What follows belongs to an exercise in optimizing a design on an open flow for small area; a production flow would make more cautious choices.
Only simulation tests tie the RTL to the original design; equivalence was not proved.

## old
==> module caption_renderer, before the edit <==
module caption_renderer (
    input  logic         clk,
    input  logic         rst_n,
    input  logic [7:0]   pixel_x,
    input  logic [7:0]   pixel_y,
    input  logic         text_load,       
    input  logic [255:0] text_string,
    input  logic [4:0]   text_length,
    input  logic [7:0]   cfg_y_position,
    output logic         box_d1,          
    output logic         lit_d1           
);
    localparam CHARS = 18;
    function automatic logic [8:0] sub_ripple(input logic [7:0] a, input logic [7:0] b);
        logic borrow;
        borrow = 1'b0;
        for (int i = 0; i < 8; i++) begin
            sub_ripple[i] = a[i] ^ b[i] ^ borrow;
            borrow = (~a[i] & b[i]) | (~(a[i] ^ b[i]) & borrow);
        end
        sub_ripple[8] = borrow;
    endfunction
    logic [6:0] line_buffer [0:CHARS-1];
    logic [4:0] line_length;
    always_ff @(posedge clk or negedge rst_n) begin
        if (!rst_n)
            line_length <= 5'd0;
        else if (text_load)
            line_length <= (text_length[4] & (text_length[3] | text_length[2] |
                                              (text_length[1] & text_length[0])))
                           ? 5'd18 : text_length;    
    end
    always_ff @(posedge clk) begin
        if (text_load)
            for (int c = 0; c < CHARS; c++)
                line_buffer[c] <= text_string[254 - c*8 -: 7];
    end
    logic [8:0] y_off;
    assign y_off = sub_ripple(pixel_y, cfg_y_position);
    wire in_rows = ~y_off[8] & ~y_off[7] & ~y_off[6] & ~y_off[3] &
                   (~y_off[5] | (~y_off[4] & ~y_off[2]));
    wire [2:0] glyph_row = y_off[2:0];
    wire [2:0] start_q = {~(line_length[2] ^ (line_length[1] | line_length[0])),
                          line_length[1] ^ line_length[0], line_length[0]};    
    logic [8:0] rel;
    assign rel = sub_ripple({2'b0, pixel_x[7:2]}, {5'b0, start_q});
    wire [4:0] char_index = rel[5:1];
    logic [8:0] idx_cmp;
    assign idx_cmp = sub_ripple({3'b0, char_index}, {3'b0, line_length});
    wire in_x = ~rel[8] & idx_cmp[8];
    wire in_box = in_rows & in_x;
    logic [6:0] cur_char;
    always_comb begin
        if (char_index[4])
            cur_char = char_index[0] ? line_buffer[17] : line_buffer[16];
        else
            cur_char = line_buffer[char_index[3:0]];
    end
    logic [6:0] char_d1;
    logic       glyph_pixel;
    font_rom u_font_rom (
        .code  (char_d1),
        .row   (glyph_row),
        .col   (pixel_x[2:0]),
        .pixel (glyph_pixel)
    );
    always_ff @(posedge clk) begin
        char_d1 <= cur_char;
        box_d1  <= in_box;
        lit_d1  <= in_box & box_d1 & glyph_pixel;
    end
endmodule
==> flow/config.mk <==
export PLATFORM = sky130hd
export DESIGN_NAME = caption_overlay
export DESIGN_NICKNAME = caption_overlay
export VERILOG_FILES = /design/flow/design.v
export SDC_FILE = /design/flow/constraint.sdc
export NUM_CORES = 4
export LEC_CHECK = 0
export ABC_AREA = 1
export CAP_MARGIN = 20
export CORE_MARGIN = 2
export CORE_UTILIZATION = 40
export GPL_TIMING_DRIVEN = 0
export SLEW_MARGIN = 20
export SYNTH_MEMORY_MAX_BITS = 16384
==> flow/constraint.sdc <==
create_clock -name core_clock -period 10.0 [get_ports {clk}]
set_input_delay 2.0000 -clock core_clock [delete_from_list [all_inputs] [get_ports {clk}]]
set_output_delay 2.0000 -clock core_clock [all_outputs]
set_load 0.01 [all_outputs]
standard.sh (not shown) runs the stock make flow with config.mk's settings and CLKGATE_MAP_FILE= SYNTH_SCRIPT=/design/flow/synth_recipe.tcl, a recipe that flattens the netlist after the stock synthesis.
==> flow/flow/run.sh <==
#!/bin/bash
# Own layout flow: the standard ORFS flow (standard.sh) with
#  - synthesis: the standard synthesis script, with an area-oriented ABC
#    mapping script (flow/abc_min_area.script);
#  - port buffers: buf_1 cells (every input and output port still gets one);
#  - CTS: clkbuf_4 clock buffers in clusters of at most 8 sinks, no dummy
#    loads.
# Each tool's output is logged under orfs/logs (ORFS) and in flow_make.log.
set -euo pipefail
W=$(pwd)
export FLOW_WORK=$W
export FLOW_ABC_SCRIPT=$W/flow/abc_min_area.script
bash "$W/standard.sh" \
  SYNTH_SCRIPT="$W/flow/synth_area.tcl" \
  BUFFER_PORTS_ARGS="-buffer_cell sky130_fd_sc_hd__buf_1" \
  CTS_ARGS="-sink_clustering_enable -repair_clock_nets -dont_use_dummy_load -buf_list {sky130_fd_sc_hd__clkbuf_4} -sink_clustering_size 8 -sink_clustering_max_diameter 50" \
  finish > "$W/flow_make.log" 2>&1
==> flow/flow/abc_min_area.script <==
strash
dch
amap
mfs2
strash
dch
amap
mfs2
strash
dch
amap
topo
stime -c
==> flow/flow/synth_area.tcl <==
# The standard synthesis (synth_recipe.tcl, which ORFS's synth.tcl runs
# under), with one change: the final ABC technology mapping uses an
# area-oriented script instead of ORFS's delay-oriented one. Registers are
# mapped before ABC runs, so they are those of the standard synthesis.
proc abc {args} {
  set i [lsearch -exact $args -script]
  if { $i >= 0 } {
    lset args [expr { $i + 1 }] $::env(FLOW_ABC_SCRIPT)
  }
  yosys abc {*}$args
}
source $::env(FLOW_WORK)/synth_recipe.tcl
## Diff of input files: new against old
diff --git a/flow/design.v b/flow/design.v
--- a/flow/design.v
+++ b/flow/design.v
@@ -688,9 +688,11 @@
     wire in_x = ~rel[8] & idx_cmp[8];
     wire in_box = in_rows & in_x;
     logic [6:0] cur_char;
     always_comb begin
-        if (char_index[4])
+        if (!in_box)
+            cur_char = 7'd0;
+        else if (char_index[4])
             cur_char = char_index[0] ? line_buffer[17] : line_buffer[16];
         else
             cur_char = line_buffer[char_index[3:0]];
     end
@@ -704,9 +706,9 @@
     );
     always_ff @(posedge clk) begin
         char_d1 <= cur_char;
         box_d1  <= in_box;
-        lit_d1  <= in_box & box_d1 & glyph_pixel;
+        lit_d1  <= in_box & glyph_pixel;
     end
 endmodule
 module alpha_blender (
     input  logic        clk,
==> run notes <==
new went all the way through synthesis, placement and routing and the layout is clean on timing, DRC and antenna. Any difference in vertical die dimension between new and old is small enough to ignore. On number of antenna violations at the first check in global routing: between new and old, it ends up higher for old. Compared with old, in new count of clock tree sinks comparable; worst path setup slack after routing now smaller; final hold slack now larger. Summary of new over old: global-route wire length before repair went up about 0.6%, non-clock buffer count went down 1, final area shows no meaningful change, clock-buffer cell count fell 1.

-- port drivers added, routing unchanged --
Ports are ideal in the flow. The routed layouts listed here were re-timed in OpenROAD. Step 1, drivers: a clkbuf_16 drives clk and a buf_2 each remaining input, both assumed. Step 2 times the ports against the registers' clock, not the clock port: input delays grow and output delays shrink by t, the midpoint of the rising clock arrivals with the driver on. Three values: ideal, step 1, step 2; two values: the first two.
run	t, ns	setup WS [ns]	hold WS [ns]	latest minus earliest clock arrival (ns)
old	0.647	1.994 / 2.012 / 1.364	0.320 / 0.320 / 0.320	0.049 / 0.049
new	0.665	1.626 / 1.641 / 0.976	0.324 / 0.324 / 0.324	0.060 / 0.061
After both steps setup and hold are still met in every run listed. For new, which loses most, drivers alone change the setup slack by +0.015 ns; drivers and shift together by -0.650 ns.
